This design comes from an exercise in tuning for small area, a short achievable clock period and few clock cycles per item on the open sky130 flow, not from production work.
Only simulation tests tie the RTL to the original design; equivalence was not proved.
Power figures rest on the tool's default switching activity, not on a simulated workload.

==> design/flow/config.mk <==
export PLATFORM = sky130hd
export DESIGN_NAME = header_parser
export DESIGN_NICKNAME = header_parser
export VERILOG_FILES = /design/flow/design.v
export SDC_FILE = /design/flow/constraint.sdc
export NUM_CORES = 4
export LEC_CHECK = 0
export CAP_MARGIN = 20
export CORE_MARGIN = 2
export CORE_UTILIZATION = 25
export PLACE_DENSITY = 0.5
export SETUP_SLACK_MARGIN = 1.8
export SLEW_MARGIN = 20
==> design/flow/constraint.sdc <==
create_clock -name core_clock -period 5.0 [get_ports {clk}]
set_input_delay 1.0000 -clock core_clock [delete_from_list [all_inputs] [get_ports {clk}]]
set_output_delay 1.0000 -clock core_clock [all_outputs]
set_load 0.01 [all_outputs]
==> design/flow/design.v <==
module cycle_counter (
    input  logic        clk,
    input  logic        load,
    output logic [31:0] cycle_count
);
    always_ff @(posedge clk) begin
        if (load) cycle_count <= 32'd1;
        else      cycle_count <= cycle_count + 32'd1;
    end
endmodule
module filter_config (
    input  logic        clk,         
    input  logic        rst_n,       
    input  logic        cfg_we,      
    input  logic [3:0]  cfg_waddr,   
    input  logic [31:0] cfg_wdata,   
    input  logic [3:0]  cfg_raddr,   
    output logic [31:0] cfg_rdata,   
    output logic [47:0] local_mac,       
    output logic [15:0] ethertype,       
    output logic [7:0]  ip_protocol,     
    output logic [31:0] ip_base,         
    output logic [31:0] ip_mask,         
    output logic [15:0] udp_dst_port     
);
    logic [31:0] mac_lo;     
    logic [15:0] mac_hi;     
    always_ff @(posedge clk or negedge rst_n) begin
        if (!rst_n) begin
            mac_lo         <= 32'hDEADBEEF;   
            mac_hi         <= 16'hCAFE;       
            ethertype      <= 16'h0800;       
            ip_protocol    <= 8'h11;          
            ip_base        <= 32'h0A000100;   
            ip_mask        <= 32'hFFFFFFFC;   
            udp_dst_port   <= 16'd25565;      
        end else if (cfg_we) begin
            case (cfg_waddr)
                4'h0: mac_lo         <= cfg_wdata;            
                4'h1: mac_hi         <= cfg_wdata[15:0];      
                4'h2: ethertype      <= cfg_wdata[15:0];      
                4'h3: ip_protocol    <= cfg_wdata[7:0];       
                4'h4: ip_base        <= cfg_wdata;            
                4'h5: ip_mask        <= cfg_wdata;            
                4'h6: udp_dst_port   <= cfg_wdata[15:0];      
                default: ;                                    
            endcase
        end
    end
    logic [31:0] r01, r23, r45, r67, r03, r47;
    assign r01 = cfg_raddr[0] ? {16'h0, mac_hi} : mac_lo;
    assign r23 = cfg_raddr[0] ? {24'h0, ip_protocol} : {16'h0, ethertype};
    assign r45 = cfg_raddr[0] ? ip_mask : ip_base;
    assign r67 = cfg_raddr[0] ? 32'hDEADBEEF : {16'h0, udp_dst_port};
    assign r03 = cfg_raddr[1] ? r23 : r01;
    assign r47 = cfg_raddr[1] ? r67 : r45;
    assign cfg_rdata = cfg_raddr[3] ? 32'hDEADBEEF : (cfg_raddr[2] ? r47 : r03);
    assign local_mac = {mac_hi, mac_lo};
endmodule
module filter_core(
    input  logic         clk,
    input  logic         rst_n,
    input  logic [255:0] data,
    input  logic         cfg_we,
    input  logic [3:0]   cfg_waddr,
    input  logic [31:0]  cfg_wdata,
    input  logic [3:0]   cfg_raddr,
    output logic [31:0]  cfg_rdata,
    output logic         beat0_ok,
    output logic         beat1_ok
);
    logic [47:0] cfg_local_mac;
    logic [15:0] cfg_ethertype;
    logic [7:0]  cfg_ip_protocol;
    logic [31:0] cfg_ip_base;
    logic [31:0] cfg_ip_mask;
    logic [15:0] cfg_dest_port;
    filter_config my_configuration (
        .clk,
        .rst_n,
        .cfg_we,
        .cfg_waddr,
        .cfg_wdata,
        .cfg_raddr,
        .cfg_rdata,
        .local_mac(cfg_local_mac),
        .ethertype(cfg_ethertype),
        .ip_protocol(cfg_ip_protocol),
        .ip_base(cfg_ip_base),
        .ip_mask(cfg_ip_mask),
        .udp_dst_port(cfg_dest_port)
    );
    assign beat0_ok = (data[47:0]    == cfg_local_mac) &&                     
                      (data[111:96]  == cfg_ethertype) &&                     
                      (data[119:112] == 8'h54) &&                             
                      (data[191:184] == cfg_ip_protocol) &&                   
                      ((data[255:240] & cfg_ip_mask[15:0]) == cfg_ip_base[15:0]);  
    assign beat1_ok = ((data[15:0] & cfg_ip_mask[31:16]) == cfg_ip_base[31:16]) &&  
                      (data[47:32] == cfg_dest_port);                              
endmodule
module header_parser (
    input  logic         clk,
    input  logic         rst_n,
    input  logic  [0:255]  in_data,
    input  logic  [31:0]   in_keep,
    input  logic           in_valid,
    input  logic           in_last,
    output logic  [0:255]  out_data,
    output logic  [0:31]   out_keep,
    output logic           out_valid,
    output logic           out_last,
    output logic           timestamp_valid,
    output logic  [31:0]   timestamp,
    input  logic           out_ready,
    output logic           in_ready,
    input  logic           cfg_we,
    input  logic  [3:0]    cfg_waddr,
    input  logic  [31:0]   cfg_wdata,
    input  logic  [3:0]    cfg_raddr,
    output logic  [31:0]   cfg_rdata
);
    localparam [31:0] HEADER_KEEP = 32'h0000_03FF;    
    typedef enum logic [2:0] {
        IDLE,     
        HDR1,     
        SD,       
        STREAM,   
        DROP      
    } parse_state;
    parse_state state, state_next;
    logic free, pass, b1, sd;
    logic b0ok;    
    logic ov_q;    
    logic [255:0] d;
    assign d = in_data;
    logic beat0_ok, beat1_ok;
    filter_core my_filter_core (
        .clk,
        .rst_n,
        .data(d),
        .cfg_we,
        .cfg_waddr,
        .cfg_wdata,
        .cfg_raddr,
        .cfg_rdata,
        .beat0_ok,
        .beat1_ok
    );
    logic in_accept;
    assign in_accept = in_valid && in_ready;
    assign in_ready  = free || out_ready || (b1 && !b0ok) || (sd && !ov_q);
    assign out_valid = in_valid && (pass || (sd && ov_q) || (b1 && b0ok && beat1_ok && !in_last));
    assign out_data  = in_data;
    assign out_keep  = b1 ? (in_keep & ~HEADER_KEEP) : in_keep;
    assign out_last  = in_last;
    always_comb begin
        state_next = state;
        case (state)
            IDLE:    if (in_accept) state_next = in_last ? IDLE : HDR1;
            HDR1:    if (in_accept) state_next = in_last ? IDLE : SD;
            SD:      if (in_accept) state_next = in_last ? IDLE : (ov_q ? STREAM : DROP);
            default: if (in_accept && in_last) state_next = IDLE;
        endcase
    end
    always_ff @(posedge clk or negedge rst_n) begin
        if (!rst_n) begin
            state           <= IDLE;
            free            <= 1'b1;
            pass            <= 1'b0;
            b1              <= 1'b0;
            sd              <= 1'b0;
            timestamp_valid <= 1'b0;
        end else begin
            state           <= state_next;
            free            <= (state_next == IDLE) || (state_next == DROP);
            pass            <= (state_next == STREAM);
            b1              <= (state_next == HDR1);
            sd              <= (state_next == SD);
            timestamp_valid <= in_accept && in_last && ((state == STREAM) || (state == SD && ov_q));
        end
    end
    always_ff @(posedge clk) begin
        if (state == IDLE)
            b0ok <= beat0_ok;
        if (b1)
            ov_q <= out_valid;
    end
    cycle_counter timestamper (
        .clk,
        .load(in_accept && state == IDLE),
        .cycle_count(timestamp)
    );
endmodule
==> design/flow/flow/run.sh <==
#!/bin/bash
set -euo pipefail
cp standard.sh standard_sh.txt
export BUFFER_PORTS_ARGS="-buffer_cell sky130_fd_sc_hd__buf_1"
ARGS="IO_CONSTRAINTS=$PWD/flow/io.tcl"
bash standard.sh $ARGS synth > synth.log 2>&1
R=$PWD/orfs/results/$FLOW_PLATFORM/header_parser/base
cp $R/1_2_yosys.v standard_synth.v
python3 flow/rmux.py cut standard_synth.v cut.v ov > rmux_cut.log 2>&1
LIB=$FLOW_HOME/platforms/$FLOW_PLATFORM/lib/sky130_fd_sc_hd__tt_025C_1v80.lib \
IN=$PWD/cut.v OUT=$PWD/remapped.v TOP=$FLOW_TOP ABC_SCRIPT=$PWD/flow/remap.abc \
  yosys -c flow/remap.tcl > remap.log 2>&1
python3 flow/rmux.py add remapped.v final_synth.v ov > rmux_add.log 2>&1
cp final_synth.v $R/1_2_yosys.v
rm -f $R/1_synth.odb $R/1_synth.sdc
bash standard.sh $ARGS > standard.log 2>&1
==> design/flow/flow/io.tcl <==
# Keep the configuration port, the timestamp and the clock and reset on one
# edge, so the registers they feed cluster there, and keep the read port together.
set_io_pin_constraint -region left:* -pin_names {cfg_raddr[0] cfg_raddr[1] cfg_raddr[2] cfg_raddr[3] cfg_rdata[0] cfg_rdata[1] cfg_rdata[2] cfg_rdata[3] cfg_rdata[4] cfg_rdata[5] cfg_rdata[6] cfg_rdata[7] cfg_rdata[8] cfg_rdata[9] cfg_rdata[10] cfg_rdata[11] cfg_rdata[12] cfg_rdata[13] cfg_rdata[14] cfg_rdata[15] cfg_rdata[16] cfg_rdata[17] cfg_rdata[18] cfg_rdata[19] cfg_rdata[20] cfg_rdata[21] cfg_rdata[22] cfg_rdata[23] cfg_rdata[24] cfg_rdata[25] cfg_rdata[26] cfg_rdata[27] cfg_rdata[28] cfg_rdata[29] cfg_rdata[30] cfg_rdata[31] cfg_we cfg_waddr[0] cfg_waddr[1] cfg_waddr[2] cfg_waddr[3] cfg_wdata[0] cfg_wdata[1] cfg_wdata[2] cfg_wdata[3] cfg_wdata[4] cfg_wdata[5] cfg_wdata[6] cfg_wdata[7] cfg_wdata[8] cfg_wdata[9] cfg_wdata[10] cfg_wdata[11] cfg_wdata[12] cfg_wdata[13] cfg_wdata[14] cfg_wdata[15] cfg_wdata[16] cfg_wdata[17] cfg_wdata[18] cfg_wdata[19] cfg_wdata[20] cfg_wdata[21] cfg_wdata[22] cfg_wdata[23] cfg_wdata[24] cfg_wdata[25] cfg_wdata[26] cfg_wdata[27] cfg_wdata[28] cfg_wdata[29] cfg_wdata[30] cfg_wdata[31] timestamp_valid timestamp[0] timestamp[1] timestamp[2] timestamp[3] timestamp[4] timestamp[5] timestamp[6] timestamp[7] timestamp[8] timestamp[9] timestamp[10] timestamp[11] timestamp[12] timestamp[13] timestamp[14] timestamp[15] timestamp[16] timestamp[17] timestamp[18] timestamp[19] timestamp[20] timestamp[21] timestamp[22] timestamp[23] timestamp[24] timestamp[25] timestamp[26] timestamp[27] timestamp[28] timestamp[29] timestamp[30] timestamp[31] clk rst_n}
set_io_pin_constraint -group -pin_names {cfg_raddr[0] cfg_raddr[1] cfg_raddr[2] cfg_raddr[3] cfg_rdata[0] cfg_rdata[1] cfg_rdata[2] cfg_rdata[3] cfg_rdata[4] cfg_rdata[5] cfg_rdata[6] cfg_rdata[7] cfg_rdata[8] cfg_rdata[9] cfg_rdata[10] cfg_rdata[11] cfg_rdata[12] cfg_rdata[13] cfg_rdata[14] cfg_rdata[15] cfg_rdata[16] cfg_rdata[17] cfg_rdata[18] cfg_rdata[19] cfg_rdata[20] cfg_rdata[21] cfg_rdata[22] cfg_rdata[23] cfg_rdata[24] cfg_rdata[25] cfg_rdata[26] cfg_rdata[27] cfg_rdata[28] cfg_rdata[29] cfg_rdata[30] cfg_rdata[31]}
==> design/flow/flow/remap.abc <==
strash
dch
map -a
==> design/flow/flow/remap.tcl <==
# Re-map the combinational logic of the standard synthesis netlist with ABC
# (delay-targeted map, then sizing). Flip-flops are kept as they are: the
# flip-flop cells are read as black boxes, so their instances, names and
# types do not change. Run by yosys -c with LIB, IN and OUT in the environment.
yosys read_liberty -ignore_miss_func $::env(LIB)
yosys read_verilog $::env(IN)
yosys hierarchy -top $::env(TOP)
yosys blackbox sky130_fd_sc_hd__df* sky130_fd_sc_hd__edf* sky130_fd_sc_hd__sdf* sky130_fd_sc_hd__dl*
yosys flatten
# keep every flip-flop, also one whose output the cut logic no longer reads
yosys setattr -set keep 1 t:sky130_fd_sc_hd__df* t:sky130_fd_sc_hd__edf* t:sky130_fd_sc_hd__sdf*
yosys rename -hide w:_*_.*
yosys opt_clean
yosys cd $::env(TOP)
yosys abc -liberty $::env(LIB) -dont_use sky130_fd_sc_hd__probe_p_8 -dont_use sky130_fd_sc_hd__probec_p_8 -dont_use sky130_fd_sc_hd__lpflow_bleeder_1 -dont_use sky130_fd_sc_hd__lpflow_clkbufkapwr_1 -dont_use sky130_fd_sc_hd__lpflow_clkbufkapwr_16 -dont_use sky130_fd_sc_hd__lpflow_clkbufkapwr_2 -dont_use sky130_fd_sc_hd__lpflow_clkbufkapwr_4 -dont_use sky130_fd_sc_hd__lpflow_clkbufkapwr_8 -dont_use sky130_fd_sc_hd__lpflow_clkinvkapwr_1 -dont_use sky130_fd_sc_hd__lpflow_clkinvkapwr_16 -dont_use sky130_fd_sc_hd__lpflow_clkinvkapwr_2 -dont_use sky130_fd_sc_hd__lpflow_clkinvkapwr_4 -dont_use sky130_fd_sc_hd__lpflow_clkinvkapwr_8 -dont_use sky130_fd_sc_hd__lpflow_decapkapwr_12 -dont_use sky130_fd_sc_hd__lpflow_decapkapwr_3 -dont_use sky130_fd_sc_hd__lpflow_decapkapwr_4 -dont_use sky130_fd_sc_hd__lpflow_decapkapwr_6 -dont_use sky130_fd_sc_hd__lpflow_decapkapwr_8 -dont_use sky130_fd_sc_hd__lpflow_inputiso0n_1 -dont_use sky130_fd_sc_hd__lpflow_inputiso0p_1 -dont_use sky130_fd_sc_hd__lpflow_inputiso1n_1 -dont_use sky130_fd_sc_hd__lpflow_inputiso1p_1 -dont_use sky130_fd_sc_hd__lpflow_inputisolatch_1 -dont_use sky130_fd_sc_hd__lpflow_isobufsrc_1 -dont_use sky130_fd_sc_hd__lpflow_isobufsrc_16 -dont_use sky130_fd_sc_hd__lpflow_isobufsrc_2 -dont_use sky130_fd_sc_hd__lpflow_isobufsrc_4 -dont_use sky130_fd_sc_hd__lpflow_isobufsrc_8 -dont_use sky130_fd_sc_hd__lpflow_isobufsrckapwr_16 -dont_use sky130_fd_sc_hd__lpflow_lsbuf_lh_hl_isowell_tap_1 -dont_use sky130_fd_sc_hd__lpflow_lsbuf_lh_hl_isowell_tap_2 -dont_use sky130_fd_sc_hd__lpflow_lsbuf_lh_hl_isowell_tap_4 -dont_use sky130_fd_sc_hd__lpflow_lsbuf_lh_isowell_4 -dont_use sky130_fd_sc_hd__lpflow_lsbuf_lh_isowell_tap_1 -dont_use sky130_fd_sc_hd__lpflow_lsbuf_lh_isowell_tap_2 -dont_use sky130_fd_sc_hd__lpflow_lsbuf_lh_isowell_tap_4  -script $::env(ABC_SCRIPT)
yosys opt_clean -purge
yosys stat -liberty $::env(LIB)
yosys cd
yosys select $::env(TOP)
yosys write_verilog -noattr -selected $::env(OUT)
==> design/flow/flow/rmux.py <==
#!/usr/bin/env python3
"""Replace the configuration read mux of a gate netlist by a hand-built one.

cut IN OUT [ov] : the cells that drive cfg_rdata now drive rmx_old instead, so the
             next synthesis step drops them as unused logic.
           With ov, the cell that drives out_valid is cut the same way, and a
           black-box placeholder drives out_valid until the add step.
add IN OUT [ov] [dup] : adds the read mux (and with ov the out_valid logic, the beat-1
             check), built from sky130 cells, driving cfg_rdata:
             a one-hot decode of cfg_raddr (one 4-input gate per register),
             then per bit AND-OR-INVERT gates (a22oi, sizable) of (select, register
             bit) pairs and a final NAND. Register bits are found as the Q nets of the
             flip-flops my_filter_core.my_configuration.<reg>[i].
"""
import re, sys

P = 'sky130_fd_sc_hd__'
DB = 0xDEADBEEF
# (address, register, width)
REGS = [(0, 'mac_lo', 32), (1, 'mac_hi', 16), (2, 'ethertype', 16), (3, 'ip_protocol', 8),
        (4, 'ip_base', 32), (5, 'ip_mask', 32), (6, 'udp_dst_port', 16)]


def cut(src, ov):
    head, sep, body = src.partition('  wire [31:0] cfg_rdata;\n')
    assert sep, 'cfg_rdata declaration not found'
    n = body.count('(cfg_rdata[')
    assert n == 32, f'expected 32 cfg_rdata drivers, found {n}'
    body = body.replace('(cfg_rdata[', '(rmx_old[')
    # out_valid: its driver now drives ovx_old; a black-box placeholder drives
    # out_valid (other logic may read it) until the add step replaces it
    if not ov:
        return head + sep + '  wire [31:0] rmx_old;\n' + body
    body, n = re.subn(r'\.([XY])\(out_valid\)', r'.\1(ovx_old)', body)
    assert n == 1, f'expected one out_valid driver, found {n}'
    body, sep2, tail = body.rpartition('endmodule')
    body += '  RMX_HOLD rmx_hold (.Y(out_valid));\n'
    tail += '\n(* blackbox *)\nmodule RMX_HOLD(Y);\n  output Y;\nendmodule\n'
    return head + sep + '  wire [31:0] rmx_old;\n  wire ovx_old;\n' + body + sep2 + tail


def add(src, ov, dup):
    q = {}
    for m in re.finditer(r'\n\s*' + P + r'\w*df\w+\s+\\my_filter_core\.my_configuration\.(\w+)\[(\d+)\]\S*\s*\((.*?)\);', src, re.S):
        qm = re.search(r'\.Q\(\s*(.*?)\s*\)', m.group(3), re.S)
        q[(m.group(1), int(m.group(2)))] = qm.group(1)
    for _, r, w in REGS:
        for i in range(w):
            assert (r, i) in q, f'no flip-flop for {r}[{i}]'
    cells, wires = [], []
    def net(n):
        wires.append(n)
        return n
    def cell(typ, pins):
        name = f'rmx_c{len(cells)}'
        conns = ', '.join(f'.{p}({n} )' if n.startswith('\\') else f'.{p}({n})' for p, n in pins)
        cells.append(f'  {P}{typ} {name} ({conns});\n')
    a = [f'cfg_raddr[{i}]' for i in range(4)]
    # one-hot decode, a3 must be 0 for addresses 0..6; with dup, one decoder
    # per byte of cfg_rdata, so each select drives at most 8 gates
    def decoder(g, ads):
        sel = {}
        def s_(k, typ, pins):
            sel[k] = net(f'rmx_g{g}_sel{k}')
            cell(typ, pins + [('X' if typ.startswith('and') else 'Y', sel[k])])
        for k in sorted(ads):
            # and4 of the address literals for address k (bit 3 must be 0)
            lits = [a[j] if (k >> j) & 1 else na[j] for j in range(3)] + [na[3]]
            s_(k, 'and4_2', [('A', lits[0]), ('B', lits[1]), ('C', lits[2]), ('D', lits[3])])
        # high when the address reads the default value (7..15), and its inverse
        sel['d'] = net(f'rmx_g{g}_seld')
        cell('a31o_2', [('A1', a[2]), ('A2', a[1]), ('A3', a[0]), ('B1', a[3]), ('X', sel['d'])])
        sel['nd'] = net(f'rmx_g{g}_nseld')
        cell('a31oi_2', [('A1', a[2]), ('A2', a[1]), ('A3', a[0]), ('B1', a[3]), ('Y', sel['nd'])])
        return sel
    na = [net(f'rmx_na{j}') for j in range(4)]
    for j in range(4):
        cell('inv_2', [('A', a[j]), ('Y', na[j])])
    if dup:
        sels = [decoder(g, {ad for ad, r, w in REGS if 8 * g < w}) for g in range(4)]
    else:
        sels = [decoder(0, {ad for ad, r, w in REGS})] * 4
    for i in range(32):
        sel = sels[i // 8]
        seld, nseld = sel['d'], sel['nd']
        pairs = [(sel[ad], q[(r, i)]) for ad, r, w in REGS if i < w]
        db = (DB >> i) & 1
        parts = []
        # active-low partial sums: a22oi for two (select, bit) pairs; a left-over
        # pair takes the default term in an a21oi, or a nand2 without it
        while len(pairs) >= 2:
            (s0, q0), (s1, q1) = pairs[:2]
            pairs = pairs[2:]
            o = net(f'rmx_p{i}_{len(parts)}')
            cell('a22oi_1', [('A1', s0), ('A2', q0), ('B1', s1), ('B2', q1), ('Y', o)])
            parts.append(o)
        if pairs:
            (s0, q0), = pairs
            o = net(f'rmx_p{i}_{len(parts)}')
            if db:
                cell('a21oi_1', [('A1', s0), ('A2', q0), ('B1', seld), ('Y', o)])
                db = 0
            else:
                cell('nand2_1', [('A', s0), ('B', q0), ('Y', o)])
            parts.append(o)
        if db:
            parts.append(nseld)
        out = f'cfg_rdata[{i}]'
        if len(parts) == 1:
            cell('inv_1', [('A', parts[0]), ('Y', out)])
        else:
            typ = {2: 'nand2_1', 3: 'nand3_1', 4: 'nand4_1'}[len(parts)]
            cell(typ, [(p, n) for p, n in zip('ABCD', parts)] + [('Y', out)])
    # out_valid = in_valid & (pass [| sd & ov_q] | b1 [& b0ok] & !in_last & beat1_ok), with beat1_ok
    # the beat-1 check: ip bytes 32,33 ({d[15:8], d[7:0]} & ip_mask[31:16] ==
    # ip_base[31:16]) and the UDP port (d[47:32] == udp_dst_port); d[k] is
    # in_data[255-k]. Mismatch bits, then a NOR/NAND tree.
    def ffq(name):
        m = re.search(r'\n\s*' + P + r'\w*df\w+\s+\\' + re.escape(name) + r'\$\S*\s*\((.*?)\);', src, re.S)
        assert m, f'no flip-flop {name}'
        return re.search(r'\.Q\(\s*(.*?)\s*\)', m.group(1), re.S).group(1)
    if not ov:
        body, sep, tail = src.rpartition('endmodule')
        decl = ''.join(f'  wire {w};\n' for w in wires)
        return body + decl + ''.join(cells) + sep + tail
    qpass, qb1 = ffq('pass'), ffq('b1')
    mm = []
    for i in range(16):
        d = f'in_data[{255 - i}]'
        # mismatch = (d & mask) ^ base = xnor(nand(d, mask), base)
        x = net(f'ovx_x{i}'); cell('nand2_1', [('A', d), ('B', q[('ip_mask', 16 + i)]), ('Y', x)])
        m = net(f'ovx_m{i}'); cell('xnor2_1', [('A', x), ('B', q[('ip_base', 16 + i)]), ('Y', m)])
        mm.append(m)
    for i in range(16):
        d = f'in_data[{255 - 32 - i}]'
        m = net(f'ovx_m{16 + i}'); cell('xor2_1', [('A', d), ('B', q[('udp_dst_port', i)]), ('X', m)])
        mm.append(m)
    lvl, pol = mm, 1          # pol 1: signals are high on a mismatch
    n = 0
    while len(lvl) > 2:
        nxt = []
        for j in range(0, len(lvl), 2):
            o = net(f'ovx_t{n}'); n += 1
            cell('nor2_1' if pol else 'nand2_1', [('A', lvl[j]), ('B', lvl[j + 1]), ('Y', o)])
            nxt.append(o)
        lvl, pol = nxt, 1 - pol
    assert pol == 1 and len(lvl) == 2
    # out_valid = ivu | in_valid & b1ok & !in_last & !bad_a & !bad_b, where
    # ivu = in_valid & (pass [| sd & ov_q]) and b1ok = b1 [& b0ok]; built as
    # o31ai(w, bad_a, bad_b, !ivu) with w = !(b1ok & !in_last & in_valid)
    b1ok = qb1
    if re.search(r'\n\s*' + P + r'\w*df\w+\s+\\b0ok\$', src):
        b1ok = net('ovx_b1ok'); cell('and2_1', [('A', qb1), ('B', ffq('b0ok')), ('X', b1ok)])
    u = qpass
    if re.search(r'\n\s*' + P + r'\w*df\w+\s+\\sd\$', src):
        # after beat 1, ov_q (beat 1 was sent) stands for pass until the next beat
        u = net('ovx_u'); cell('a21o_1', [('A1', ffq('sd')), ('A2', ffq('ov_q')), ('B1', qpass), ('X', u)])
    nlast = net('ovx_nlast'); cell('inv_1', [('A', 'in_last'), ('Y', nlast)])
    w = net('ovx_w'); cell('nand3_1', [('A', b1ok), ('B', nlast), ('C', 'in_valid'), ('Y', w)])
    nivu = net('ovx_nivu'); cell('nand2_1', [('A', 'in_valid'), ('B', u), ('Y', nivu)])
    cell('o31ai_2', [('A1', w), ('A2', lvl[0]), ('A3', lvl[1]), ('B1', nivu), ('Y', 'out_valid')])
    src, nh = re.subn(r'\n\s*RMX_HOLD\s+\\?rmx_hold\s*\(.*?\);', '', src, flags=re.S)
    assert nh == 1, 'placeholder not found'
    body, sep, tail = src.rpartition('endmodule')
    assert sep
    decl = ''.join(f'  wire {w};\n' for w in wires)
    return body + decl + ''.join(cells) + sep + tail


if __name__ == '__main__':
    mode, fin, fout = sys.argv[1:4]
    ov = 'ov' in sys.argv[4:]      # also rebuild out_valid (no-stall design)
    dup = 'dup' in sys.argv[4:]    # one read-select decoder per byte
    src = open(fin).read()
    open(fout, 'w').write(cut(src, ov) if mode == 'cut' else add(src, ov, dup))
==> design/flow/standard.sh <==
#!/bin/bash
# synth_recipe.tcl (not shown) runs the flow's synth.tcl, then flattens the netlist and writes it again
# the make line also repeats each setting of config.mk as NAME=value (left out here)
make -C /OpenROAD-flow-scripts/flow DESIGN_CONFIG=/design/flow/config.mk WORK_HOME=/design/flow/orfs CLKGATE_MAP_FILE= SYNTH_SCRIPT=/design/flow/synth_recipe.tcl "${@:-finish}"
==> impl_metrics.ini, run 1 <==
[run_status]
status = complete, no violations

[clock_network]
clkTransAtPathRegs_ns = 0.08
hold_buffers = 0
cts_buffers = 17
cts_tree = done
cts_buffer_depth = 2
clock_latency_ns = 0.45
htreeDepth = 4
clock_sinks = 194
ctsRootBufferMaster = clkbuf_16

[timing]
rsz0062_at_grt = true
finalCriticalPeriod_ns = 3.248
slew_viol_final = 0
hold_violations = 0
fin_crit_sh_pct = 64.97
relSlewSlack_pct = 41.85
tightest_slew_ns = 0.8702
fmax_ghz = 0.3078
setup_viol = 0
setup_tns_ns = 0
finalClockSkew_ns = 0.01367

[power_and_ir_drop]
p_leak_nw = 4.969
vdd_ir_drop_max_uv = 253.7
p_per_area_nw_per_um2 = 407.2

[placement]
postPlaceCellArea_um2 = 11610
port_buffers = 325
dp_hpwl_um = 49600
dp_cells = 1994
gp_congestion = 1.002

[critical_path]
critPathKind = primary input to output pin
cp_slowest_cell = and4_2
cp.arrival_ns = 2.25
crit_fanout = 8
cpPeakStageDelay_ns = 0.34
start_kind = primary input
ff2ff_path_depth = 25
rr_startpoint = timestamper.cycle_count[0]
path_delay_family = simple AND/OR/NAND/NOR gates
crit_chain = buf_8 -> inv_4 -> and4_2 -> a22oi_2 -> nand4_1 -> buf_2
crit_buf_inv = 3
cp-end-kind = output pin
cp.required_ns = 4.00
reg2reg_to = timestamper.cycle_count[31]
reg2reg_slack_ns = 2.15

[global_routing]
grt_max_degree = 68
grt_overflow = 0
antenna_found_initial = 3
grt.total_usage_pct = 29.10
grt_pass1_wl_um = 80590
grt_pass1_vias = 9769

[run]
maxCapViolations = 0

[logic_synthesis]
syn_area_um2 = 9615
synth.avg_cell_area_um2 = 8.405
ys_warn_count = 3
syn_nets = 1478
netlist_instances = 1144

[drt]
drtIter0Drc = 1350
wl_met2_um = 22970
drc = 0
num_vias = 11000
vias_per_cell = 5.370
ant_nets = 0
routed_wl_um = 61040
met3WireLength_um = 10190
wl_met1_um = 24470
top_layer = met5
avgRoutedWirePerCell_um = 29.81
drt_pre_antenna_iters = 5

[finish]
finalNonFillerCells = 2048
final_net_count = 1857
areaGrowthSynthToFinish_pct = 34.86
layout-drive-gt1-share_pct = 18.10
fin_area_um2 = 12970

[floorplan]
fp-row-count = 71
initial_utilization_pct = 25.47
die-area_um2 = 40050
dieWidth_um = 200.1
coreArea_um2 = 37760
ios = 690
die_y_um = 200.1

[min_path]
worstHoldStart = timestamper.cycle_count[0]
worstHoldPathCells = 1
whs_endpoint = timestamper.cycle_count[0]
hold_class = flip-flop to flip-flop
## registers in the layout (all words and copies together) (netlist names), 3 cells and up
register / flops
my_filter_core.my_configuration.udp_dst_port: 16
my_filter_core.my_configuration.ip_protocol: 8
my_filter_core.my_configuration.mac_lo: 32
my_filter_core.my_configuration.ip_base: 32
my_filter_core.my_configuration.ip_mask: 32
timestamper.cycle_count: 32
my_filter_core.my_configuration.mac_hi: 16
state: 3
my_filter_core.my_configuration.ethertype: 16
## how the worst max path moves through the flow
stage / startpoint / cells past startpoint / slack (ns) / end
finish: cfg_raddr[2] / 6 / 1.75 / cfg_rdata[7]
global placement: in_data[251] / 9 / 1.29 / out_valid
global route: in_data[217] / 8 / 1.78 / out_valid
detailed placement: in_data[251] / 9 / 1.25 / out_valid
CTS: in_data[209] / 8 / 1.72 / out_valid
floorplan: cfg_raddr[3] / 4 / 2.12 / cfg_rdata[0]
## per-stage QoR
| stage | utilization, % | hold slack, ns | setup slack [ns] | total power [W] |
|---|---|---|---|---|
| final | 34.35 | 0.4313 | 1.752 | 0.005280 |
| after global routing | 34.34 | 0.4584 | 1.785 | 0.005489 |
| after CTS | 32.88 | 0.4341 | 1.719 | 0.005126 |
| after detailed placement | 30.75 | 0.4124 | 1.252 | 0.003733 |
| after global placement | 30.75 | 0.4077 | 1.289 | 0.003742 |
| after floorplan | - | 0.4351 | 2.123 | 0.002970 |
## metal layers
layer  track usage [%]  vias up
li1                  -     4669
met4             12.87       10
met3             14.66      145
met2             37.57     1042
met1             39.42     5132
met5             5.476        -
## final cells by class
cell class / instances / area (um2)
diodes: 1 / 2.502
clock buffers: 18 / 429.2
clock inverters: 14 / 142.6
fillers: 3995 / 24790
inverters: 106 / 410.4
multi-input cells: 848 / 4807
flip-flops and latches: 194 / 4807
well taps: 511 / 639.4
repair buffers: 356 / 1729
## report_power, final
part	internal [W]	leakage [nW]	switching, W
combinational	0.000526	2.57	0.000823
sequential	0.00201	2.12	0.000540
clock	0.000668	0.279	0.000710
total	0.00321	4.97	0.00207
## cell usage in the layout (no fill, tap or decap), drive strengths merged, types with 3 or more instances in the layout
cell / instances
a21oi: 90
a22oi: 68
and4: 11
buf: 350
clkbuf: 24
clkinv: 104
dfrtp: 78
dfstp: 82
dfxtp: 32
inv: 15
nand2: 212
nand3: 15
nand4: 30
nor2: 149
nor3: 29
nor4: 7
o21ai: 123
o22ai: 3
or2: 13
xnor2: 52
xor2: 33
## repair_timing
item                       4_1_cts  5_1_grt
setup endpoints to repair       35       36
gates resized for setup         76      131
setup buffers                    3       13
gates cloned                     3        1
pin swaps                       22       47
Testbench counts, summed over its fixed seeds: cycles 26,111, packets 2,400.
==> run 2, diff against run 1 <==
--- a/design/flow/config.mk
+++ b/design/flow/config.mk
@@ -9,5 +9,5 @@
 export CORE_MARGIN = 2
 export CORE_UTILIZATION = 25
 export PLACE_DENSITY = 0.5
-export SETUP_SLACK_MARGIN = 1.8
+export SETUP_SLACK_MARGIN = 1.5
 export SLEW_MARGIN = 20
==> run 2 against run 1 <==
Effect of this change: combinational power shrank 12%; sequential power hardly changed; critical path type unchanged; still clean; critical endpoint unchanged; cell count down 1.3%.
==> impl_metrics.ini, run 2 <==
[critical_path]
start_kind = primary input
critPathKind = primary input to output pin
cp-end-kind = output pin
cp.required_ns = 4.00
crit_fanout = 8
cp.arrival_ns = 2.45

[global_routing]
grt_max_degree = 111
grt.total_usage_pct = 28.79
grt_overflow = 0
antenna_found_initial = 0
grt_pass1_vias = 9549
grt_pass1_wl_um = 79410

[logic_synthesis]
synth.avg_cell_area_um2 = 8.405
netlist_instances = 1144
ys_warn_count = 3
syn_nets = 1478
syn_area_um2 = 9615

[timing]
fin_crit_sh_pct = 69.06
setup_viol = 0
setup_tns_ns = 0
finalClockSkew_ns = 0.01589
fmax_ghz = 0.2896
relSlewSlack_pct = 39.78
tightest_slew_ns = 0.9012
rsz0062_at_grt = true
finalCriticalPeriod_ns = 3.453
slew_viol_final = 0
hold_violations = 0
worst_slack_ns = 1.547

[drt]
drc = 0
vias_per_cell = 5.332
drt_pre_antenna_iters = 6
avgRoutedWirePerCell_um = 29.64
ant_nets = 0
drtIter0Drc = 1333
routed_wl_um = 59930
num_vias = 10780

[power_and_ir_drop]
pwr-share-seq_pct = 49.5
finalPower_w = 0.005180
p_clk_share_pct = 27.6
p_per_area_nw_per_um2 = 422.8
p_switching_w = 0.002037
intPower_w = 0.003143
p_sw_share_pct = 39.32
combPwrFrac_pct = 23.0
vdd_ir_drop_max_uv = 260.8
p_leak_nw = 4.606

[floorplan]
ios = 690
initial_utilization_pct = 25.47
fp-row-count = 71
die_y_um = 200.1
die-area_um2 = 40050
coreArea_um2 = 37760
dieWidth_um = 200.1

[placement]
port_buffers = 325
dp_cells = 1990
dp_hpwl_um = 49290
gp_congestion = 1.032
dp_slack_ns = 1.295

[clock_network]
htreeDepth = 4
hold_buffers = 0
post_cts_buffers = 0
cts_buffers = 17
clkTransAtPathRegs_ns = 0.09
clock_latency_ns = 0.45
ctsRootBufferMaster = clkbuf_16
clock_sinks = 194
cts_buffer_depth = 2
cts_tree = done

[finish]
areaGrowthSynthToFinish_pct = 27.42
final_cell_mix = 310 x buf_1, 211 x nand2_1, 144 x nor2_1, 123 x o21ai_0, 101 x clkinv_1
fill_cells = 4010
finalNonFillerCells = 2022
antenna_cells = 0
final_net_count = 1832
layout_commonest_cell = buf_1
layout-drive-gt1-share_pct = 11.85

[min_path]
hold_class = flip-flop to flip-flop

[run_status]
status = complete, no violations

[run]
maxCapViolations = 0
-- run 2: cell count changes in the layout (fill, tap and decap cells not counted), sizes merged --
cell / before / now
inv: 15 / 14
clkinv: 104 / 107
diode: 1 / 0
and4: 11 / 7
clkbuf: 24 / 31
buf: 350 / 321
clkinvlp: 1 / 0
-- run 2: final cells by class --
class | count | area [um2] | share of cell area, %
clock inverter | 15 | 182.7 | 1.491
clock buffer | 17 | 425.4 | 3.472
tap | 511 | 639.4 | 5.219
timing repair buffer | 335 | 1331 | 10.87
sequential | 194 | 4807 | 39.24
multi-input combinational | 844 | 4468 | 36.47
inverter | 106 | 397.9 | 3.248
-- run 2: power by group through the flow --
stage / Sequential, W / Clock (W) / Combinational, W
3_5_place_dp: 0.00256 / 0 / 0.00117
6_report: 0.00256 / 0.00143 / 0.00119
5_1_grt: 0.00257 / 0.00150 / 0.00132
4_1_cts: 0.00254 / 0.00145 / 0.00118
3_3_place_gp: 0.00258 / 0 / 0.00115
2_1_floorplan: 0.00227 / 0 / 0.000697
-- run 2: final timing paths --
kind / endpoint / slack [ns] / from / cells after the start
min: timestamper.cycle_count[0] / 0.43 / timestamper.cycle_count[0] / 1
min reg2reg: timestamper.cycle_count[0] / 0.43 / timestamper.cycle_count[0] / 1
max: cfg_rdata[7] / 1.55 / cfg_raddr[2] / 6
max reg2reg: timestamper.cycle_count[31] / 1.91 / timestamper.cycle_count[0] / 25
max in group asynchronous: my_filter_core.my_configuration.ethertype[8] / 3.19 / rst_n / 2
min in group asynchronous: my_filter_core.my_configuration.ethertype[3] / 0.67 / rst_n / 1
-- run 2: worst max-delay path, stage by stage --
cell and delay (ns):
buf_1 0.22, inv_2 0.10, and4_2 0.36, a22oi_2 0.27
nand4_1 0.28, buf_1 0.21
-- run 2: per-layer routing --
| metal | track usage (%) | vias to the layer above | share of wire, % |
|---|---|---|---|
| li1 | - | 4607 | - |
| met5 | 7.619 | - | 0.67 |
| met2 | 37.87 | 989 | 38 |
| met4 | 10.85 | 8 | 4.3 |
| met3 | 14.66 | 127 | 16 |
| met1 | 38.86 | 5051 | 41 |
-- run 2: metrics by stage --
step	instance area, um2	hold WS [ns]	util [%]
6_report	12250	0.4311	32.45
5_1_grt	12250	0.4456	32.45
4_1_cts	12220	0.4344	32.37
3_5_place_dp	11590	0.4094	30.70
3_3_place_gp	11590	0.4055	30.70
2_1_floorplan	9620	0.4351	-
-- run 2: timing repair --
action	CTS	global route
gates resized for setup	9	17
endpoints found under the hold margin	0	0
endpoints found under the setup margin	14	14
==> run 3, diff against run 2 <==
--- a/design/flow/config.mk
+++ b/design/flow/config.mk
@@ -9,5 +9,5 @@
 export CORE_MARGIN = 2
 export CORE_UTILIZATION = 25
 export PLACE_DENSITY = 0.5
-export SETUP_SLACK_MARGIN = 1.5
+export SETUP_SLACK_MARGIN = 1.6
 export SLEW_MARGIN = 20
==> run 3 against run 2 <==
Effect of this change: die area did not move; core utilization rose by 0.26 points; still clean; cell area rose by 0.79%; combinational power barely moved; area after synthesis did not move; critical path depth rose by 1; worst setup slack improved by 0.093 ns; cell count rose by 0.49%; sequential share of layout area fell by 0.31 points; worst hold slack barely moved; synthesized cell count did not move; register-to-register slack improved by 0.13 ns; highest routed layer unchanged.
==> impl_metrics.ini, run 3 <==
[run_status]
status = complete, no violations

[critical_path]
reg2reg_slack_ns = 2.04
rr_startpoint = timestamper.cycle_count[0]
worstSetupStartpoint = cfg_raddr[0]
cp.arrival_ns = 2.36
cpPeakStageDelay_ns = 0.28
critPathKind = primary input to output pin
cp.required_ns = 4.00
crit_buf_inv = 4
path_delay_family = buffers and inverters
crit_fanout = 14
cp-end-kind = output pin
start_kind = primary input
cp_slowest_cell = nand4_1
crit_chain = clkbuf_2 -> inv_2 -> and4_4 -> buf_4 -> a22oi_1 -> nand4_1 -> buf_1

[drt]
num_vias = 10840
drc = 0
ant_nets = 0
drt_pre_antenna_iters = 7
vias_per_cell = 5.333
avgRoutedWirePerCell_um = 29.57
routed_wl_um = 60080
drtIter0Drc = 1316

[clock_network]
cts_buffers = 17
clkTransAtPathRegs_ns = 0.08
clock_latency_ns = 0.45
htreeDepth = 4
ctsRootBufferMaster = clkbuf_16
clock_sinks = 194
cts_tree = done
hold_buffers = 0
cts_buffer_depth = 2

[logic_synthesis]
synth.avg_cell_area_um2 = 8.405
ys_warn_count = 3
syn_area_um2 = 9615
syn_nets = 1478
netlist_instances = 1144

[timing]
tightest_slew_ns = 0.8493
rsz0062_at_grt = false
relSlewSlack_pct = 43.25
slew_viol_final = 0
fmax_ghz = 0.2976
finalCriticalPeriod_ns = 3.360
fin_crit_sh_pct = 67.20
worst_slack_ns = 1.640
setup_viol = 0
finalClockSkew_ns = 0.01320
hold_violations = 0
setup_tns_ns = 0

[finish]
final_cell_mix = 294 x buf_1, 210 x nand2_1, 141 x nor2_1, 123 x o21ai_0, 99 x clkinv_1
fin_area_um2 = 12350
final_net_count = 1842
utilization_pct = 32.71
areaGrowthSynthToFinish_pct = 28.42
finalNonFillerCells = 2032
layout-drive-gt1-share_pct = 13.87
antenna_cells = 0
layout_commonest_cell = buf_1

[floorplan]
coreArea_um2 = 37760
fp-row-count = 71
die_y_um = 200.1
initial_utilization_pct = 25.47
ios = 690
die-area_um2 = 40050
dieWidth_um = 200.1

[global_routing]
grt.total_usage_pct = 28.80
grt_pass1_wl_um = 79740
antenna_found_initial = 2
grt_overflow = 0
grt_pass1_vias = 9663
grt_max_degree = 68

[min_path]
hold_class = flip-flop to flip-flop
worstHoldStart = timestamper.cycle_count[0]

[placement]
dp_hpwl_um = 49600
dp_slack_ns = 1.252
gp_congestion = 1.002
port_buffers = 325
postPlaceCellArea_um2 = 11610
dp_cells = 1994

[run]
maxCapViolations = 0

[power_and_ir_drop]
p_leak_nw = 4.710
p_per_area_nw_per_um2 = 416.1
vdd_ir_drop_max_uv = 227.1
==> run 3: through the flow <==
stage	total power (W)	hold slack (ns)
2_1_floorplan	0.002970	0.4351
3_3_place_gp	0.003742	0.4077
3_5_place_dp	0.003733	0.4124
4_1_cts	0.005105	0.4341
5_1_grt	0.005360	0.4584
6_report	0.005138	0.4313
==> run 3: area by class of cell <==
type	count	area, um2
Fill cell	4059	25410
Sequential cell	194	4807
Multi-Input combinational cell	844	4498
Timing Repair Buffer	345	1434
Tap cell	511	639.4
Clock buffer	18	429.2
Inverter	106	397.9
Clock inverter	14	142.6
==> run 3: worst paths after layout <==
| path | to | cells past startpoint |
|---|---|---|
| setup / recovery | cfg_rdata[6] | 7 |
| hold / removal | timestamper.cycle_count[0] | 1 |
| setup reg to reg | timestamper.cycle_count[31] | 25 |
| hold reg to reg | timestamper.cycle_count[0] | 1 |
| max in group asynchronous | my_filter_core.my_configuration.mac_lo[9] | 2 |
| min in group asynchronous | my_filter_core.my_configuration.ethertype[2] | 1 |
==> run 3: worst register-to-register path: cells and delay by family (launching register included) <==
family                 cells  cell delay, ns
AND/OR/NAND/NOR           15            1.67
flip-flops                 1            0.38
AO/OA/AOI/OAI              2            0.23
buffers and inverters      8            0.56
==> run 3: repair_timing <==
item,CTS,global route
gates resized for setup,15,38
pin swaps,2,11
endpoints found under the setup margin,29,29
hold endpoints to repair,0,0
setup buffers,0,5
==> run 3: per-layer routing <==
layer	vias up	part of all wire (%)	track usage, %
met2	1005	37	37.29
met1	5046	41	38.97
met5	-	0.43	5.476
met3	145	16	14.56
met4	8	5.2	12.55
li1	4632	-	-
==> run 3: power by group <==
part / total (W) / internal (W) / switching [W]
Clock: 0.00137 / 0.000667 / 0.000705
Sequential: 0.00256 / 0.00201 / 0.000547
Combinational: 0.00121 / 0.000451 / 0.000755
==> run 4, diff against run 3 <==
--- a/design/flow/config.mk
+++ b/design/flow/config.mk
@@ -8,6 +8,6 @@
 export CAP_MARGIN = 20
 export CORE_MARGIN = 2
 export CORE_UTILIZATION = 25
-export PLACE_DENSITY = 0.5
-export SETUP_SLACK_MARGIN = 1.6
+export PLACE_DENSITY = 0.6
+export SETUP_SLACK_MARGIN = 1.7
 export SLEW_MARGIN = 20
==> run 4 against run 3 <==
Effect of this change: first-iteration DRC count up 18%; sequential power about the same; maximum frequency up 1.6%; sequential share of layout area down 0.27 points; worst setup slack better by 0.053 ns; clock-buffer cell count up 2; critical endpoint is now cfg_rdata[10]; largest power group unchanged; highest routed layer unchanged.
==> impl_metrics.ini, run 4 <==
[critical_path]
critPathKind = primary input to output pin
cp.arrival_ns = 2.31
cp.required_ns = 4.00
start_kind = primary input
crit_fanout = 16
cp-end-kind = output pin

[power_and_ir_drop]
p_sw_share_pct = 37.82
p_leak_nw = 4.746
p_clk_share_pct = 27.9
p_switching_w = 0.001961
combPwrFrac_pct = 23.3
p_per_area_nw_per_um2 = 417.0
vdd_ir_drop_max_uv = 310.4
intPower_w = 0.003224
pwr-share-seq_pct = 48.8

[drt]
wl_met2_um = 21550
met3WireLength_um = 10650
routed_wl_um = 57910
wl_met1_um = 23150
drtIter0Drc = 1550
vias_per_cell = 5.400
drt_pre_antenna_iters = 6
drc = 0
num_vias = 10930
top_layer = met5
avgRoutedWirePerCell_um = 28.61
ant_nets = 0

[placement]
port_buffers = 325
dp_slack_ns = 1.240
dp_hpwl_um = 46720
gp_congestion = 1.061

[logic_synthesis]
ys_warn_count = 3
syn_area_um2 = 9615
syn_nets = 1478
synth.avg_cell_area_um2 = 8.405
netlist_instances = 1144

[clock_network]
clkTransAtPathRegs_ns = 0.08
post_cts_buffers = 0
cts_buffers = 17
cts_buffer_depth = 2
cts_tree = done
ctsRootBufferMaster = clkbuf_16
htreeDepth = 4
clock_sinks = 194
clock_latency_ns = 0.45
hold_buffers = 0

[timing]
finalClockSkew_ns = 0.01462
finalCriticalPeriod_ns = 3.307
hold_violations = 0
rsz0062_at_grt = false
fmax_ghz = 0.3024
tightest_slew_ns = 0.9983
worst_slack_ns = 1.693
setup_viol = 0
slew_viol_final = 0
fin_crit_sh_pct = 66.13
setup_tns_ns = 0
relSlewSlack_pct = 33.45

[floorplan]
dieWidth_um = 200.1
coreArea_um2 = 37760
initial_utilization_pct = 25.47
ios = 690
fp-row-count = 71
die_y_um = 200.1
die-area_um2 = 40050

[finish]
final_cell_mix = 288 x buf_1, 207 x nand2_1, 139 x nor2_1, 123 x o21ai_0, 100 x clkinv_1
areaGrowthSynthToFinish_pct = 29.32
fill_cells = 4019
final_net_count = 1834
layout_commonest_cell = buf_1
antenna_cells = 0
layout-drive-gt1-share_pct = 14.21

[min_path]
hold_class = flip-flop to flip-flop

[run]
maxCapViolations = 0

[global_routing]
grt_pass1_vias = 9973
antenna_found_initial = 1
grt_max_degree = 86
grt_overflow = 0
grt_pass1_wl_um = 77990
grt.total_usage_pct = 27.82

[run_status]
status = complete, no violations
run 4: layout make-up:
| type | count | area [um2] | area share (%) |
|---|---|---|---|
| clock buffers | 20 | 500.5 | 4.025 |
| clock inverters | 12 | 128.9 | 1.036 |
| inverters | 106 | 397.9 | 3.200 |
| multi-input cells | 847 | 4577 | 36.81 |
| flip-flops and latches | 194 | 4807 | 38.66 |
| well taps | 511 | 639.4 | 5.142 |
| repair buffers | 334 | 1384 | 11.13 |
run 4: final timing paths:
check / end / start / slack (ns) / cells after the start
min in group asynchronous: my_filter_core.my_configuration.udp_dst_port[5] / rst_n / 0.70 / 1
worst max register to register: timestamper.cycle_count[31] / timestamper.cycle_count[0] / 2.10 / 25
max in group asynchronous: free / rst_n / 3.24 / 2
worst min register to register: timestamper.cycle_count[0] / timestamper.cycle_count[0] / 0.43 / 1
worst min-delay path: timestamper.cycle_count[0] / timestamper.cycle_count[0] / 0.43 / 1
worst max-delay path: cfg_rdata[10] / cfg_raddr[3] / 1.69 / 6
run 4: critical path, stage by stage:
cell     delay [ns]
buf_1          0.16
inv_2          0.12
and4_4         0.31
a22oi_1        0.24
nand4_1        0.25
buf_1          0.20
run 4: repair_timing:
action,in CTS,in global routing
gates resized for setup,47,40
cloned,1,2
pin swaps,12,16
setup endpoints to repair,33,27
run 4: layer usage:
layer	vias up	GRT usage, %
li1	4630	-
met1	5071	36.91
met2	1089	35.60
met3	133	17.34
met4	6	9.595
met5	-	5.238
run 4: through the flow:
step	power, W	utilization [%]	cells	area, um2	hold slack (ns)
2_1_floorplan	0.002970	-	1144	9627	0.4351
3_3_place_gp	0.003651	30.67	1989	11580	0.4035
3_5_place_dp	0.003666	30.67	1989	11580	0.4048
4_1_cts	0.005131	32.62	2022	12310	0.4254
5_1_grt	0.005400	32.93	2024	12430	0.4362
6_report	0.005186	32.93	2024	12430	0.4266
run 4: power by group through the flow:
stage	logic, W	registers [W]	clock network, W
final	0.00121	0.00253	0.00145
after global routing	0.00134	0.00254	0.00152
after CTS	0.00118	0.00249	0.00146
after detailed placement	0.00115	0.00251	0
after global placement	0.00112	0.00253	0
after floorplan	0.000698	0.00227	0
==> run 5, diff against run 4 <==
--- a/design/flow/config.mk
+++ b/design/flow/config.mk
@@ -8,6 +8,6 @@
 export CAP_MARGIN = 20
 export CORE_MARGIN = 2
 export CORE_UTILIZATION = 25
-export PLACE_DENSITY = 0.6
+export PLACE_DENSITY = 0.5
 export SETUP_SLACK_MARGIN = 1.7
 export SLEW_MARGIN = 20
==> run 5 against run 4 <==
Effect of this change: highest routed layer unchanged; sequential cell count did not move; area after synthesis stayed put; sequential power hardly changed; clock-buffer cell count decreased by 2; via count fell by 0.24%.
==> impl_metrics.ini, run 5 <==
[drt]
wl_met2_um = 22600
avgRoutedWirePerCell_um = 29.76
ant_nets = 0
top_layer = met5
drt_pre_antenna_iters = 6
drc = 0
vias_per_cell = 5.363
num_vias = 10900
drtIter0Drc = 1222
met3WireLength_um = 9767
routed_wl_um = 60500
wl_met1_um = 24780

[logic_synthesis]
syn_nets = 1478
netlist_instances = 1144
synth.avg_cell_area_um2 = 8.405
ys_warn_count = 3
syn_area_um2 = 9615

[finish]
final_cell_mix = 289 x buf_1, 209 x nand2_1, 137 x nor2_1, 123 x o21ai_0, 99 x clkinv_1
areaGrowthSynthToFinish_pct = 29.92
layout_commonest_cell = buf_1
layout-drive-gt1-share_pct = 14.91
fin_area_um2 = 12490
final_net_count = 1843
antenna_cells = 0

[clock_network]
cts_tree = done
cts_buffers = 17
cts_buffer_depth = 2
clock_sinks = 194
hold_buffers = 0
ctsRootBufferMaster = clkbuf_16
htreeDepth = 4
clkTransAtPathRegs_ns = 0.08
clock_latency_ns = 0.45

[global_routing]
grt_overflow = 0
grt.total_usage_pct = 28.83
antenna_found_initial = 1
grt_pass1_vias = 9697
grt_max_degree = 68
grt_pass1_wl_um = 79860

[floorplan]
coreArea_um2 = 37760
fp-row-count = 71
dieWidth_um = 200.1
initial_utilization_pct = 25.47
ios = 690
die_y_um = 200.1
die-area_um2 = 40050

[placement]
dp_hpwl_um = 49600
dp_slack_ns = 1.252
postPlaceCellArea_um2 = 11610
gp_congestion = 1.002
port_buffers = 325

[timing]
slew_viol_final = 0
rsz0062_at_grt = false
hold_violations = 0
setup_tns_ns = 0
fin_hold_ws_ns = 0.4312
finalCriticalPeriod_ns = 3.298
finalClockSkew_ns = 0.01387
tightest_slew_ns = 0.9045
fin_crit_sh_pct = 65.97
fmax_ghz = 0.3032
worst_slack_ns = 1.702
relSlewSlack_pct = 39.55
setup_viol = 0

[power_and_ir_drop]
p_per_area_nw_per_um2 = 413.7
finalPower_w = 0.005168
vdd_ir_drop_max_uv = 253.7
p_leak_nw = 4.752

[critical_path]
cp.required_ns = 4.00
critPathKind = primary input to output pin
reg2reg_slack_ns = 2.09
cp.arrival_ns = 2.30
crit_fanout = 9
start_kind = primary input
cp-end-kind = output pin

[run_status]
status = complete, no violations

[min_path]
hold_class = flip-flop to flip-flop

[run]
maxCapViolations = 0
[run 5: path summary, 6_finish.rpt]
kind	to	start	cells after the start
min reg2reg	timestamper.cycle_count[0]	timestamper.cycle_count[0]	1
max in group asynchronous	my_filter_core.my_configuration.mac_lo[31]	rst_n	2
max reg2reg	timestamper.cycle_count[31]	timestamper.cycle_count[0]	25
min in group asynchronous	my_filter_core.my_configuration.ethertype[2]	rst_n	1
max	cfg_rdata[9]	cfg_raddr[3]	7
min	timestamper.cycle_count[0]	timestamper.cycle_count[0]	1
[run 5: area by class of cell]
| cell class | instances | area (um2) |
|---|---|---|
| fill | 4050 | 25260 |
| clock inverter | 14 | 142.6 |
| clock buffer | 18 | 429.2 |
| multi-input combinational | 846 | 4588 |
| timing repair buffer | 344 | 1483 |
| inverter | 106 | 402.9 |
| tap | 511 | 639.4 |
| sequential | 194 | 4807 |
[run 5: what timing repair did]
item	4_1_cts	5_1_grt
setup buffers	2	2
cloned	0	2
endpoints found under the setup margin	34	24
resized for setup	24	80
pin swaps	5	25
[run 5: per-stage QoR]
| stage | util (%) | std cells |
|---|---|---|
| finish | 33.09 | 2033 |
| global route | 33.09 | 2033 |
| CTS | 32.48 | 2028 |
| detailed placement | 30.75 | 1994 |
| global placement | 30.75 | 1994 |
| floorplan | - | 1144 |
[run 5: per-layer routing]
layer	track usage, %	up-vias
li1	-	4644
met1	39.23	5065
met2	37.55	1051
met3	14.12	135
met4	12.29	8
met5	5.476	-
[run 5: critical path, stage by stage]
cell      delay, ns
clkbuf_2       0.12
inv_2          0.09
and4_4         0.22
buf_12         0.16
a22oi_2        0.23
nand4_1        0.24
buf_2          0.23
[run 5: report_power, final]
part	total [W]	leakage, nW	switching (W)	internal (W)
sequential	0.00256	2.12	0.000551	0.00201
combinational	0.00123	2.35	0.000769	0.000464
clock	0.00137	0.279	0.000704	0.000667
==> run 6, diff against run 5 <==
--- a/design/flow/config.mk
+++ b/design/flow/config.mk
@@ -7,7 +7,7 @@
 export LEC_CHECK = 0
 export CAP_MARGIN = 20
 export CORE_MARGIN = 2
-export CORE_UTILIZATION = 25
+export CORE_UTILIZATION = 28
 export PLACE_DENSITY = 0.5
 export SETUP_SLACK_MARGIN = 1.7
 export SLEW_MARGIN = 20
==> run 6 against run 5 <==
Effect of this change: the flow now stops in I/O pin placement; synthesized cell count did not move; area after synthesis did not move.
==> impl_metrics.ini, run 6 <==
[logic_synthesis]
syn_area_um2 = 9615
ys_warn_count = 3
syn_nets = 1478
synth.avg_cell_area_um2 = 8.405
netlist_instances = 1144

[floorplan]
fp-row-count = 67
initial_utilization_pct = 28.53
die_y_um = 189.3
dieWidth_um = 189.3

[run_status]
status = stopped before the end
stop_stage = I/O pin placement
first-error = [ERROR PPL-0024] Number of IO pins (690) exceeds maximum number of available positions (678). Increase the die perimeter from 757.26um to 938.40um.
==> run 7, diff against run 6 <==
--- a/design/flow/config.mk
+++ b/design/flow/config.mk
@@ -7,7 +7,7 @@
 export LEC_CHECK = 0
 export CAP_MARGIN = 20
 export CORE_MARGIN = 2
-export CORE_UTILIZATION = 28
+export CORE_UTILIZATION = 21
 export PLACE_DENSITY = 0.5
 export SETUP_SLACK_MARGIN = 1.7
 export SLEW_MARGIN = 20
==> run 7 against run 6 <==
Effect of this change: area after synthesis is the same; synthesized cell count is the same; the run now finishes clean.
==> impl_metrics.ini, run 7 <==
[run]
maxCapViolations = 0

[critical_path]
crit_chain = buf_2 -> xor2_1 -> nor2_2 -> nand2_1 -> nor2_2 -> nand2_2 -> o31ai_4 -> buf_2
cp-end-kind = output pin
cp_slowest_cell = o31ai_4
cpPeakStageDelay_ns = 0.29
critPathKind = primary input to output pin
cp.arrival_ns = 2.42
start_kind = primary input
crit_buf_inv = 2
path_delay_family = simple AND/OR/NAND/NOR gates
cp.required_ns = 4.00
crit_fanout = 3

[drt]
avgRoutedWirePerCell_um = 29.21
ant_nets = 0
drtIter0Drc = 1226
routed_wl_um = 62090
drc = 0
vias_per_cell = 5.085
num_vias = 10810
drt_pre_antenna_iters = 5

[clock_network]
ctsRootBufferMaster = clkbuf_16
clock_sinks = 194
cts_buffer_depth = 2
cts_buffers = 17
cts_tree = done
clkTransAtPathRegs_ns = 0.08
hold_buffers = 0
htreeDepth = 4
clock_latency_ns = 0.46

[global_routing]
grt_max_degree = 103
grt_overflow = 0
grt_pass1_wl_um = 80730
grt.total_usage_pct = 25.20
grt_pass1_vias = 9595
antenna_found_initial = 4

[finish]
final-seq-area_um2 = 4807
finalNonFillerCells = 2126
multi_input_area_um2 = 4578
areaGrowthSynthToFinish_pct = 31.05
fin_area_um2 = 12600
utilization_pct = 27.83
layout_commonest_cell = buf_1
layout-drive-gt1-share_pct = 14.93
final_cell_mix = 288 x buf_1, 209 x nand2_1, 139 x nor2_1, 123 x o21ai_0, 100 x clkinv_1
final_net_count = 1841
fill_cells = 4951

[power_and_ir_drop]
finalPower_w = 0.005184
p_per_area_nw_per_um2 = 411.4
vdd_ir_drop_max_uv = 228.0
p_leak_nw = 4.750

[timing]
setup_tns_ns = 0
relSlewSlack_pct = 40.47
tightest_slew_ns = 0.8929
hold_violations = 0
fin_crit_sh_pct = 68.45
finalCriticalPeriod_ns = 3.422
setup_viol = 0
fmax_ghz = 0.2922
slew_viol_final = 0
rsz0062_at_grt = true
finalClockSkew_ns = 0.01774

[run_status]
status = complete, no violations

[placement]
gp_congestion = 0.9923
postPlaceCellArea_um2 = 11730
dp_hpwl_um = 49880
dp_cells = 2083
port_buffers = 325

[min_path]
hold_class = flip-flop to flip-flop

[floorplan]
coreArea_um2 = 45280
dieWidth_um = 218.0
die_y_um = 218.0
initial_utilization_pct = 21.23
fp-row-count = 78
die-area_um2 = 47520
ios = 690

[logic_synthesis]
netlist_instances = 1144
syn_area_um2 = 9615
ys_warn_count = 3
syn_nets = 1478
synth.avg_cell_area_um2 = 8.405
run 7: path summary, 6_finish.rpt:
| path | slack, ns | cells past startpoint | end | start |
|---|---|---|---|---|
| setup / recovery | 1.58 | 8 | out_valid | in_data[219] |
| setup reg to reg | 2.11 | 25 | timestamper.cycle_count[31] | timestamper.cycle_count[0] |
| hold reg to reg | 0.46 | 1 | timestamper.cycle_count[0] | timestamper.cycle_count[0] |
| min in group asynchronous | 0.69 | 1 | my_filter_core.my_configuration.mac_lo[17] | rst_n |
| max in group asynchronous | 3.23 | 2 | my_filter_core.my_configuration.ip_mask[21] | rst_n |
| hold / removal | 0.46 | 1 | timestamper.cycle_count[0] | timestamper.cycle_count[0] |
run 7: timing repair:
item	4_1_cts	5_1_grt
gates cloned	2	2
endpoints found under the setup margin	33	24
setup buffers	0	1
pin swaps	9	12
resized for setup	47	37
run 7: metal layers:
| layer | up-vias | track usage [%] | routed length (um) |
|---|---|---|---|
| met4 | 10 | 13.95 | 3833 |
| met5 | - | 3.125 | 290 |
| met3 | 174 | 15.90 | 10650 |
| met1 | 4997 | 31.96 | 24640 |
| met2 | 990 | 31.51 | 22680 |
| li1 | 4639 | - | - |
run 7: area by class of cell:
| cell class | instances | share of cell area [%] |
|---|---|---|
| antenna | 6 | 0.1192 |
| clock buffer | 19 | 3.773 |
| clock inverter | 13 | 0.9036 |
| inverter | 106 | 3.217 |
| multi-input combinational | 847 | 36.33 |
| sequential | 194 | 38.15 |
| tap | 600 | 5.958 |
| timing repair buffer | 341 | 11.55 |
run 7: per-stage QoR:
step	hold slack, ns	setup WS [ns]
2_1_floorplan	0.4351	2.123
3_3_place_gp	0.4255	1.425
3_5_place_dp	0.4297	1.344
4_1_cts	0.4494	1.609
5_1_grt	0.4769	1.614
6_report	0.4555	1.578
run 7: report_power, final:
group          internal [W]  switching, W
clock              0.000713      0.000690
combinational      0.000456      0.000747
sequential          0.00201      0.000563
total               0.00318       0.00200

==> afterwards: timing with drivers on the ports <==
Ports are ideal in the flow. The routed layouts listed here were re-timed in OpenROAD. Step 1: set_driving_cell puts a clkbuf_16 on clk and a buf_2 on each other input, an assumption about the parent block. Step 2 also shifts input and output timing later by t, the mid clock arrival at the registers, as if the neighbouring blocks saw the same clock. Slacks: no drivers / after step 1 / after step 2; pairs: no drivers / after step 1.
run | t (ns) | setup slack, ns | worst setup path after step 2
run 1 | 0.475 | 1.752 / 1.703 / 1.703 | input to output
run 2 | 0.489 | 1.547 / 1.523 / 1.523 | input to output
run 3 | 0.477 | 1.640 / 1.615 / 1.615 | input to output
run 4 | 0.483 | 1.693 / 1.671 / 1.671 | input to output
run 5 | 0.476 | 1.702 / 1.678 / 1.678 | input to output
run 7 | 0.499 | 1.578 / 1.560 / 1.560 | input to output
After both steps every run listed still meets setup and hold. The setup slack of run 1, which loses most, moves by -0.049 ns with the drivers and by -0.049 ns with both steps.
